Source: an optimization exercise on an open RTL-to-GDS flow (aim: small area, a short achievable clock period and few clock cycles). Production flows keep margins and buffers that such runs may drop.
Where RTL was checked, it was by simulation tests only, not by an equivalence proof against the original.

Design M1, start of the top module:
module M1 (
   input  logic         Clock,
   input  logic         Resetn,
   input  logic         start,
   output logic         done,
   input  logic  [15:0] SRAM_read_data,
   output logic  [17:0] SRAM_address,
   output logic  [15:0] SRAM_write_data,
   output logic         SRAM_we_n
);
localparam [17:0] BASE_U   = 18'd13824;
localparam [17:0] BASE_V   = 18'd20736;
localparam [17:0] BASE_RGB = 18'd220672;
localparam [1:0] S_IDLE = 2'd0, S_FILL = 2'd1, S_RUN = 2'd2;
logic [1:0]  state;
logic [2:0]  ph;         
logic [6:0]  mc;         
logic [4:0]  fo;         
logic [13:0] YP;         
logic [12:0] CP;         
logic [17:0] WP;         
logic [7:0]  win [0:19];
logic [15:0] UB;
logic [7:0]  VB;
logic [15:0] Yr;
logic [7:0]  Up, Vp, B0h;
logic [8:0]  fs0, fs1, fs2, fs3, fs4;
logic [9:0]  fs24;
logic [21:0] Fs;
logic [7:0]  Fc;
assign fs0 = {1'b0, win[0]} + {1'b0, win[18]};
assign fs1 = {1'b0, win[2]} + {1'b0, win[16]};
assign fs2 = {1'b0, win[4]} + {1'b0, win[14]};
assign fs3 = {1'b0, win[6]} + {1'b0, win[12]};
assign fs4 = {1'b0, win[8]} + {1'b0, win[10]};
assign fs24 = {1'b0, fs2} + {1'b0, fs4};
logic [8:0]  nfs0, nfs1, nfs3, nfs4;
logic [9:0]  nfs24;
  ...
For scale: roughly 2300 cells after synthesis, ~350 flip-flops, roughly 55 I/O pins, ~26000 um2 of cells after synthesis.
export LEC_CHECK = 0
export ABC_CLOCK_PERIOD_IN_PS = 4000
export CAP_MARGIN = 20
export CORE_MARGIN = 2
export CORE_UTILIZATION = 55
export SETUP_SLACK_MARGIN = 5
export SLEW_MARGIN = 20
create_clock -name core_clock -period 14.0 [get_ports {Clock}]
run.sh (not shown) runs the stock make flow with config.mk's settings and CLKGATE_MAP_FILE= SYNTH_SCRIPT=/design/flow/synth_recipe.tcl, a recipe that flattens the netlist after the stock synthesis.
The starting point finished clean.
Then changed:
--- a/flow/design.v
+++ b/flow/design.v
@@ -24,15 +24,15 @@
 logic [7:0]  win [0:19];
 logic [15:0] UB;
 logic [7:0]  VB;
 logic [15:0] Yr;
 logic [7:0]  Up, Vp, B0h;
 logic [8:0]  fs0, fs1, fs2, fs3, fs4;
 logic [9:0]  fs24;
-logic [21:0] Fs;
+logic [21:0] Fs, FrowA, FrowB, FrA, FrB;
 logic [7:0]  Fc;
 assign fs0 = {1'b0, win[0]} + {1'b0, win[18]};
 assign fs1 = {1'b0, win[2]} + {1'b0, win[16]};
 assign fs2 = {1'b0, win[4]} + {1'b0, win[14]};
 assign fs3 = {1'b0, win[6]} + {1'b0, win[12]};
 assign fs4 = {1'b0, win[8]} + {1'b0, win[10]};
 assign fs24 = {1'b0, fs2} + {1'b0, fs4};
@@ -241,15 +241,21 @@
 assign fl184 = (fl149 & fl148) | (1'b1 & (fl149 ^ fl148));
 assign fl185 = fl151 ^ fl150 ^ 1'b1;
 assign fl186 = (fl151 & fl150) | (1'b1 & (fl151 ^ fl150));
 assign fl187 = fs4[7] ^ fl122 ^ fl152;
 assign fl188 = (fs4[7] & fl122) | (fl152 & (fs4[7] ^ fl122));
 assign fl189 = fs4[8] ^ 1'b1;
 assign fl190 = fs4[8] & 1'b1;
-assign Fs = {1'b1, 1'b1, fl189, fl187, fl185, fl183, fl181, fl179, fl177, fl175, fl173, fl171, fl169, fl167, fl165, fl163, fl161, fl159, fl157, fl155, fl153, nfs24[0]} + {1'b0, fl190, fl188, fl186, fl184, fl182, fl180, fl178, fl176, fl174, fl172, fl170, fl168, fl166, fl164, fl162, fl160, fl158, fl156, fl154, 1'b1, 1'b1};
+assign FrowA = {1'b1, 1'b1, fl189, fl187, fl185, fl183, fl181, fl179, fl177, fl175, fl173, fl171, fl169, fl167, fl165, fl163, fl161, fl159, fl157, fl155, fl153, nfs24[0]};
+assign FrowB = {1'b0, fl190, fl188, fl186, fl184, fl182, fl180, fl178, fl176, fl174, fl172, fl170, fl168, fl166, fl164, fl162, fl160, fl158, fl156, fl154, 1'b1, 1'b1};
+always_ff @(posedge Clock) begin
+   FrA <= FrowA;
+   FrB <= FrowB;
+end
+assign Fs = FrA + FrB;
 assign Fc = Fs[21] ? 8'h00 : Fs[20] ? 8'hFF : Fs[19:12];
 logic        odd_sel;
 logic [7:0]  Yi, Ui, Vi;
 logic [24:0] Rs, Gs;
 logic [25:0] Bs;
 logic [7:0]  Rc, Gc, Bc;
 always_ff @(posedge Clock) begin
@@ -824,39 +830,39 @@
 logic ub_ld, vb_ld, y_ld, up_ld, vp_ld;
 always_comb begin
    sh = SH_NONE;
    ub_ld = 1'b0; vb_ld = 1'b0; y_ld = 1'b0; up_ld = 1'b0; vp_ld = 1'b0;
    odd_sel = 1'b1;
    if (run) begin
       case (ph)
-         3'd0: odd_sel = 1'b0;
+         3'd0: begin odd_sel = 1'b0; vp_ld = 1'b1; end
          3'd2: begin
             if (mc == 7'd96) begin               
                sh = SH_BUS; ub_ld = 1'b1;
             end else if (!m_odd && m <= 7'd88 && !m_neg) begin
                sh = SH_BUS; vb_ld = 1'b1;
             end else if (m_odd && (m_neg || m <= 7'd89)) begin
                sh = SH_VB;
             end else
                sh = SH_CLAMP;
             if (m_odd && (m_neg || m <= 7'd87)) ub_ld = 1'b1;
          end
          3'd3: begin
-            y_ld = 1'b1; up_ld = 1'b1;
+            y_ld = 1'b1;
             if (mc == 7'd96) begin               
                sh = SH_BUS; vb_ld = 1'b1;
             end else if (m_odd && (m_neg || m <= 7'd87))
                sh = SH_UBH;
             else if (!m_odd && m <= 7'd88)
                sh = SH_UBL;
             else
                sh = SH_CLAMP;
          end
          3'd4: begin
-            vp_ld = 1'b1;
+            up_ld = 1'b1;
             if (mc == 7'd96) sh = SH_CLAMP;      
          end
          default: ;
       endcase
    end else if (fill) begin
       case (fo)
          5'd2:  begin sh = SH_BUS; ub_ld = 1'b1; end    
Result:
- cell area rises by 3.5%
- clock skew rises by 0.023 ns
- clock-buffer cell count rises by 8
- register-to-register slack gains 1.6 ns
- final cell count rises by 3.1%
- setup slack gains 1.6 ns
- critical path depth falls by 13
No functional check of the RTL was part of any run of this note.

Setup of green:
M1, a different RTL version from the one above (not shown whole).
Size in the first run: ~2400 cells after synthesis, ~480 flip-flops, roughly 55 I/O pins, ~28000 µm² of cells after synthesis.
Settings: LEC_CHECK=0, ABC_CLOCK_PERIOD_IN_PS=4000, CAP_MARGIN=20, CORE_MARGIN=2, CORE_UTILIZATION=55, SETUP_SLACK_MARGIN=5, SLEW_MARGIN=20, SYNTH_HIERARCHICAL=1; clock period 14.0 ns.
standard.sh (not shown) runs the stock make flow with config.mk's settings and CLKGATE_MAP_FILE= SYNTH_SCRIPT=/design/flow/synth_recipe.tcl, a recipe that flattens the netlist after the stock synthesis.
==> flow/flow/run.sh <==
#!/bin/bash
set -euo pipefail
bash standard.sh SETUP_SLACK_MARGIN=9 finish > standard_make.log 2>&1
Testbench counts of green, summed over its fixed seeds: cycles 432,900.
Edits applied to the flow inputs when going from green to red:
diff --git a/flow/design.v b/flow/design.v
--- a/flow/design.v
+++ b/flow/design.v
@@ -172,18 +172,16 @@
    FrA <= FrowA;
    FrB <= FrowB;
 end
 assign Fs = FrA + FrB;
 assign Fc = Fs[21] ? 8'h00 : Fs[20] ? 8'hFF : Fs[19:12];
 logic        odd_sel;
 logic [7:0]  Yi, Ui, Vi;
-logic [15:0] Rlo, Glo, Blo;
-logic [9:0]  RhA, RhB, GhA, GhB, RqA, RqB, GqA, GqB;
-logic [10:0] BhA, BhB, BqA, BqB;
-logic        Rq15, Gq15, Bq15;
+logic [24:0] Rs, Gs;
+logic [25:0] Bs;
 logic [9:0]  Rr, Gr;
 logic [10:0] Br;
 logic [7:0]  Rc, Gc, Bc;
 always_ff @(posedge Clock) begin
    Yi <= odd_sel ? Yr[7:0] : Yr[15:8];
    Ui <= odd_sel ? Up : win[8];
    Vi <= odd_sel ? Vp : win[7];
@@ -528,31 +526,22 @@
 assign px521 = ~(px477 ^ px476);
 assign px522 = px477 | px476;
 assign px523 = ~(px479 ^ px478);
 assign px524 = px479 | px478;
 assign px525 = ~(px481 ^ px480);
 assign px526 = px481 | px480;
 m1_ha u_px527 (.a(Ui[7]), .b(px482), .s(px527), .co(px528));
-assign Rlo = {1'b0, {px167, px165, px163, px161, px159, px157, px155, px153, px151, px149, px147, px145, px143, px141, 1'b0}} + {1'b0, {px166, px164, px162, px160, px158, px156, px154, px152, px150, px148, px146, px144, px142, 1'b1, 1'b0}};
-assign RhA = {1'b1, 1'b1, px183, px181, px179, px177, px175, px173, px171, px169};
-assign RhB = {1'b0, px184, px182, px180, px178, px176, px174, px172, px170, px168};
-assign Glo = {1'b0, {px383, px381, px379, px377, px375, px373, px371, px369, px367, px365, px363, px361, px359, px357, nUi[0]}} + {1'b0, {px382, px380, px378, px376, px374, px372, px370, px368, px366, px364, px362, px360, px358, 1'b1, 1'b1}};
-assign GhA = {1'b1, 1'b1, px399, px397, px395, px393, px391, px389, px387, px385};
-assign GhB = {1'b0, px400, px398, px396, px394, px392, px390, px388, px386, px384};
-assign Blo = {1'b0, {px509, px507, px505, px503, px501, px499, px497, px495, px493, px491, px489, px487, px485, px483, Ui[0]}} + {1'b0, {px508, px506, px504, px502, px500, px498, px496, px494, px492, px490, px488, px486, px484, 1'b1, 1'b0}};
-assign BhA = {1'b1, 1'b1, px527, px525, px523, px521, px519, px517, px515, px513, px511};
-assign BhB = {1'b0, px528, px526, px524, px522, px520, px518, px516, px514, px512, px510};
+assign Rs = {1'b1, 1'b1, px183, px181, px179, px177, px175, px173, px171, px169, px167, px165, px163, px161, px159, px157, px155, px153, px151, px149, px147, px145, px143, px141, 1'b0} + {1'b0, px184, px182, px180, px178, px176, px174, px172, px170, px168, px166, px164, px162, px160, px158, px156, px154, px152, px150, px148, px146, px144, px142, 1'b1, 1'b0};
+assign Gs = {1'b1, 1'b1, px399, px397, px395, px393, px391, px389, px387, px385, px383, px381, px379, px377, px375, px373, px371, px369, px367, px365, px363, px361, px359, px357, nUi[0]} + {1'b0, px400, px398, px396, px394, px392, px390, px388, px386, px384, px382, px380, px378, px376, px374, px372, px370, px368, px366, px364, px362, px360, px358, 1'b1, 1'b1};
+assign Bs = {1'b1, 1'b1, px527, px525, px523, px521, px519, px517, px515, px513, px511, px509, px507, px505, px503, px501, px499, px497, px495, px493, px491, px489, px487, px485, px483, Ui[0]} + {1'b0, px528, px526, px524, px522, px520, px518, px516, px514, px512, px510, px508, px506, px504, px502, px500, px498, px496, px494, px492, px490, px488, px486, px484, 1'b1, 1'b0};
 always_ff @(posedge Clock) begin
-   RqA <= RhA; RqB <= RhB; Rq15 <= Rlo[15];
-   GqA <= GhA; GqB <= GhB; Gq15 <= Glo[15];
-   BqA <= BhA; BqB <= BhB; Bq15 <= Blo[15];
+   Rr <= Rs[24:15];
+   Gr <= Gs[24:15];
+   Br <= Bs[25:15];
 end
-assign Rr = RqA + RqB + {9'd0, Rq15};
-assign Gr = GqA + GqB + {9'd0, Gq15};
-assign Br = BqA + BqB + {10'd0, Bq15};
 assign Rc = Rr[9] ? 8'h00 : Rr[8] ? 8'hFF : Rr[7:0];
 assign Gc = Gr[9] ? 8'h00 : Gr[8] ? 8'hFF : Gr[7:0];
 assign Bc = Br[10] ? 8'h00 : (Br[9] | Br[8]) ? 8'hFF : Br[7:0];
 logic run, fill;
 logic last_row;
 assign run   = (state == S_RUN);
 assign fill  = (state == S_FILL);
Relative to green, portion of netlist area occupied by mux cells decreased by 0.45 points in red.
Number of flip-flops and latches went down by a few percent going from green to red.
In red, the share of the cycle needed by the critical path after routing came out 2.7 points above the value in green.
Of green and red, green shows the lower total wirelength of the detailed-routed design, with red above it.
The layout inverter count without the clock tree reported for red is smaller than that of green by about 3.5%.
Post-synthesis instance total essentially unchanged between red and green.
The RTL of red was laid out without a check of its function.

Setup of main:
Another version of the RTL of M1 (not shown whole).
Size: ~2000 cells after synthesis, roughly 450 flip-flops, roughly 55 I/O pins, roughly 0.026 mm2 of cells after synthesis.
## M1
module M1 (
   input  logic         Clock,
   input  logic         Resetn,
   input  logic         start,
   output logic         done,
   input  logic  [15:0] SRAM_read_data,
   output logic  [17:0] SRAM_address,
   output logic  [15:0] SRAM_write_data,
   output logic         SRAM_we_n
);
clock: 14.0 ns
lec_check: 0
abc_clock_period_in_ps: 4000
cap_margin: 20
core_margin: 2
core_utilization: 65
cts_buf_list: sky130_fd_sc_hd__clkbuf_4 sky130_fd_sc_hd__clkbuf_8
setup_slack_margin: 5
slew_margin: 20
synth_hierarchical: 1
==> flow/flow/run.sh <==
#!/bin/bash
set -euo pipefail
bash standard.sh SETUP_SLACK_MARGIN=10 finish > standard_make.log 2>&1
Here is what was changed in the inputs of the feature branch compared with main.
--- a/flow/design.v
+++ b/flow/design.v
@@ -19,14 +19,14 @@
 logic [6:0]  mc;         
 logic [13:0] YP;         
 logic [12:0] CP;         
 logic [15:0] WP;         
 logic [7:0]  win [0:19];
 logic [7:0]  UB;
-logic [15:0] VB;
-logic [15:0] Yr;
+logic [7:0]  VBh, VBl;    
+logic [7:0]  Yrh, Yrl;    
 logic [7:0]  Vp, B0h;
 logic [8:0]  ps0, ps1, ps2, ps3, ps4;
 logic [9:0]  ps24;
 logic [8:0]  fs0, fs1, fs3, fs4;
 logic [9:0]  fs24;
 logic [12:0] Flo;
@@ -34,13 +34,13 @@
 logic        Fq12;
 logic [7:0]  Fc;
 m1_rca #(8) u_ps0 (.a(win[1]), .b(win[19]), .ci(1'b0), .s(ps0[7:0]), .co(ps0[8]));
 m1_rca #(8) u_ps1 (.a(win[3]), .b(win[17]), .ci(1'b0), .s(ps1[7:0]), .co(ps1[8]));
 assign ps2 = {1'b0, win[5]} + {1'b0, win[15]};
 m1_rca #(8) u_ps3 (.a(win[7]), .b(win[13]), .ci(1'b0), .s(ps3[7:0]), .co(ps3[8]));
-m1_rca #(8) u_ps4 (.a(win[9]), .b(win[11]), .ci(1'b0), .s(ps4[7:0]), .co(ps4[8]));
+assign ps4 = {1'b0, win[9]} + {1'b0, win[11]};
 assign ps24 = {1'b0, ps2} + {1'b0, ps4};
 always_ff @(posedge Clock) begin
    fs0 <= ps0;
    fs1 <= ps1;
    fs3 <= ps3;
    fs4 <= ps4;
@@ -173,26 +173,25 @@
 assign FhB = {1'b0, fl190, fl188, fl186, fl184, fl182, fl180, fl178, fl176, fl174};
 always_ff @(posedge Clock) begin
    FqA <= FhA;
    FqB <= FhB;
    Fq12 <= Flo[12];
 end
-logic Fs_co;
-m1_rca #(10) u_fs (.a(FqA), .b(FqB), .ci(Fq12), .s(Fs), .co(Fs_co));
+assign Fs = FqA + FqB + {9'd0, Fq12};
 assign Fc = Fs[9] ? 8'h00 : Fs[8] ? 8'hFF : Fs[7:0];
 logic        odd_sel;
 logic [7:0]  Yi, Ui, Vi;
 logic [15:0] Rlo, Glo, Blo;
 logic [9:0]  RhA, RhB, GhA, GhB, RqA, RqB, GqA, GqB;
 logic [10:0] BhA, BhB, BqA, BqB;
 logic        Rq15, Gq15, Bq15;
 logic [9:0]  Rr, Gr;
 logic [10:0] Br;
 logic [7:0]  Rc, Gc, Bc;
 always_ff @(posedge Clock) begin
-   Yi <= odd_sel ? Yr[7:0] : Yr[15:8];
+   Yi <= odd_sel ? Yrl : Yrh;
    if (!odd_sel) Ui <= win[8];
    else if (up_ld) Ui <= Fc;        
    Vi <= odd_sel ? Vp : win[7];
 end
 logic [7:0]  nYi, nUi, nVi;
 assign nYi = ~Yi;
@@ -549,16 +548,15 @@
 assign BhB = {1'b0, px528, px526, px524, px522, px520, px518, px516, px514, px512, px510};
 always_ff @(posedge Clock) begin
    RqA <= RhA; RqB <= RhB; Rq15 <= Rlo[15];
    GqA <= GhA; GqB <= GhB; Gq15 <= Glo[15];
    BqA <= BhA; BqB <= BhB; Bq15 <= Blo[15];
 end
-logic Rr_co, Gr_co, Br_co;
-m1_rca #(10) u_rr (.a(RqA), .b(RqB), .ci(Rq15), .s(Rr), .co(Rr_co));
-m1_rca #(10) u_gr (.a(GqA), .b(GqB), .ci(Gq15), .s(Gr), .co(Gr_co));
-m1_rca #(11) u_br (.a(BqA), .b(BqB), .ci(Bq15), .s(Br), .co(Br_co));
+assign Rr = RqA + RqB + {9'd0, Rq15};
+assign Gr = GqA + GqB + {9'd0, Gq15};
+assign Br = BqA + BqB + {10'd0, Bq15};
 assign Rc = Rr[9] ? 8'h00 : Rr[8] ? 8'hFF : Rr[7:0];
 assign Gc = Gr[9] ? 8'h00 : Gr[8] ? 8'hFF : Gr[7:0];
 assign Bc = Br[10] ? 8'h00 : (Br[9] | Br[8]) ? 8'hFF : Br[7:0];
 logic run, fill;
 logic last_row;
 assign run   = (state == S_RUN);
@@ -639,26 +637,28 @@
    end
 end
 logic [7:0] sh_in;
 always_comb begin
    case (sh)
       SH_BUS:  sh_in = SRAM_read_data[15:8];
-      SH_VBH:  sh_in = VB[15:8];
-      SH_VBL:  sh_in = VB[7:0];
+      SH_VBH:  sh_in = VBh;
+      SH_VBL:  sh_in = VBl;
       SH_UB:   sh_in = UB;
       default: sh_in = win[18];
    endcase
 end
 always_ff @(posedge Clock) begin
    if (sh != SH_NONE) begin
       for (int i = 0; i < 19; i++) win[i] <= win[i+1];
       win[19] <= sh_in;
    end
    if (ub_ld) UB <= SRAM_read_data[7:0];
-   if (vb_ld) VB <= SRAM_read_data;
-   if (y_ld)  Yr <= SRAM_read_data;
+   VBh <= SRAM_read_data[15:8];
+   Yrh <= SRAM_read_data[15:8];
+   if (vb_ld) VBl <= SRAM_read_data[7:0];
+   if (y_ld)  Yrl <= SRAM_read_data[7:0];
    if (vp_ld) Vp <= Fc;
    B0h <= Bc;
    case (ph)
       3'd1:    SRAM_write_data <= {Rc, Gc};
       3'd2:    SRAM_write_data <= {B0h, Rc};
       default: SRAM_write_data <= {Gc, Bc};
==> results.txt <==
- The feature branch vs. main: fraction of the cycle the final worst path needs went down, final cell count went up, hold buffer count at cts has remained practically unchanged, non-clock buffer count decreased by 28 relative to the old numbers.
- Die area | the feature branch > main
- Delta (the feature branch minus main): final critical-path required period has decreased, post-synthesis area per instance has decreased, post-cts resize count has decreased.
- sky130_fd_sc_hd__dfrtp_1 as the worst-path cell with the longest stage delay was reported by the feature branch, and sky130_fd_sc_hd__fa_2 by main.
- Of the feature branch and main, it is the feature branch that has the lower required time of the critical path.
- Compared with main, the feature branch shows a lower clock buffer count.
Testbench counts of the feature branch, summed over its fixed seeds: cycles 432,900.
The RTL of main was laid out without a check of its function.

==> port drivers added, routing unchanged <==
In the flow no input, the clock included, has a driving cell. The finished layouts below were timed again as built, in two steps. Step 1 assumes that a clkbuf_16 drives the clock port and a buf_2 every other input. Step 2 times the ports against the registers' clock, not the clock port: input delays grow and output delays shrink by t, the midpoint of the rising clock arrivals with the driver on. Slacks: ideal / step 1 / step 2; pairs: ideal / step 1.
run | t (ns) | slack for setup (ns) | worst setup path at the end | slew at the worst register clock pin (ns) | cell pins on the clock port's net
the first run of note 1 | 0.611 | 5.521 / 5.521 / 5.521 | register to register | 0.07 / 0.07 | 1
the second run of note 1 | 0.623 | 7.136 / 7.136 / 7.136 | register to register | 0.06 / 0.06 | 1
green | 0.661 | 9.551 / 9.491 / 9.230 | input to register | 0.06 / 0.06 | 1
red | 0.646 | 9.167 / 9.167 / 9.045 | input to register | 0.07 / 0.07 | 1
main | 0.689 | 9.134 / 9.134 / 9.134 | register to register | 0.07 / 0.07 | 1
the feature branch | 0.678 | 10.042 / 9.989 / 9.395 | input to register | 0.07 / 0.07 | 1
After both steps setup and hold are still met in every run listed. The setup slack of the feature branch, which loses most, moves by -0.053 ns with the drivers and by -0.647 ns with both steps.
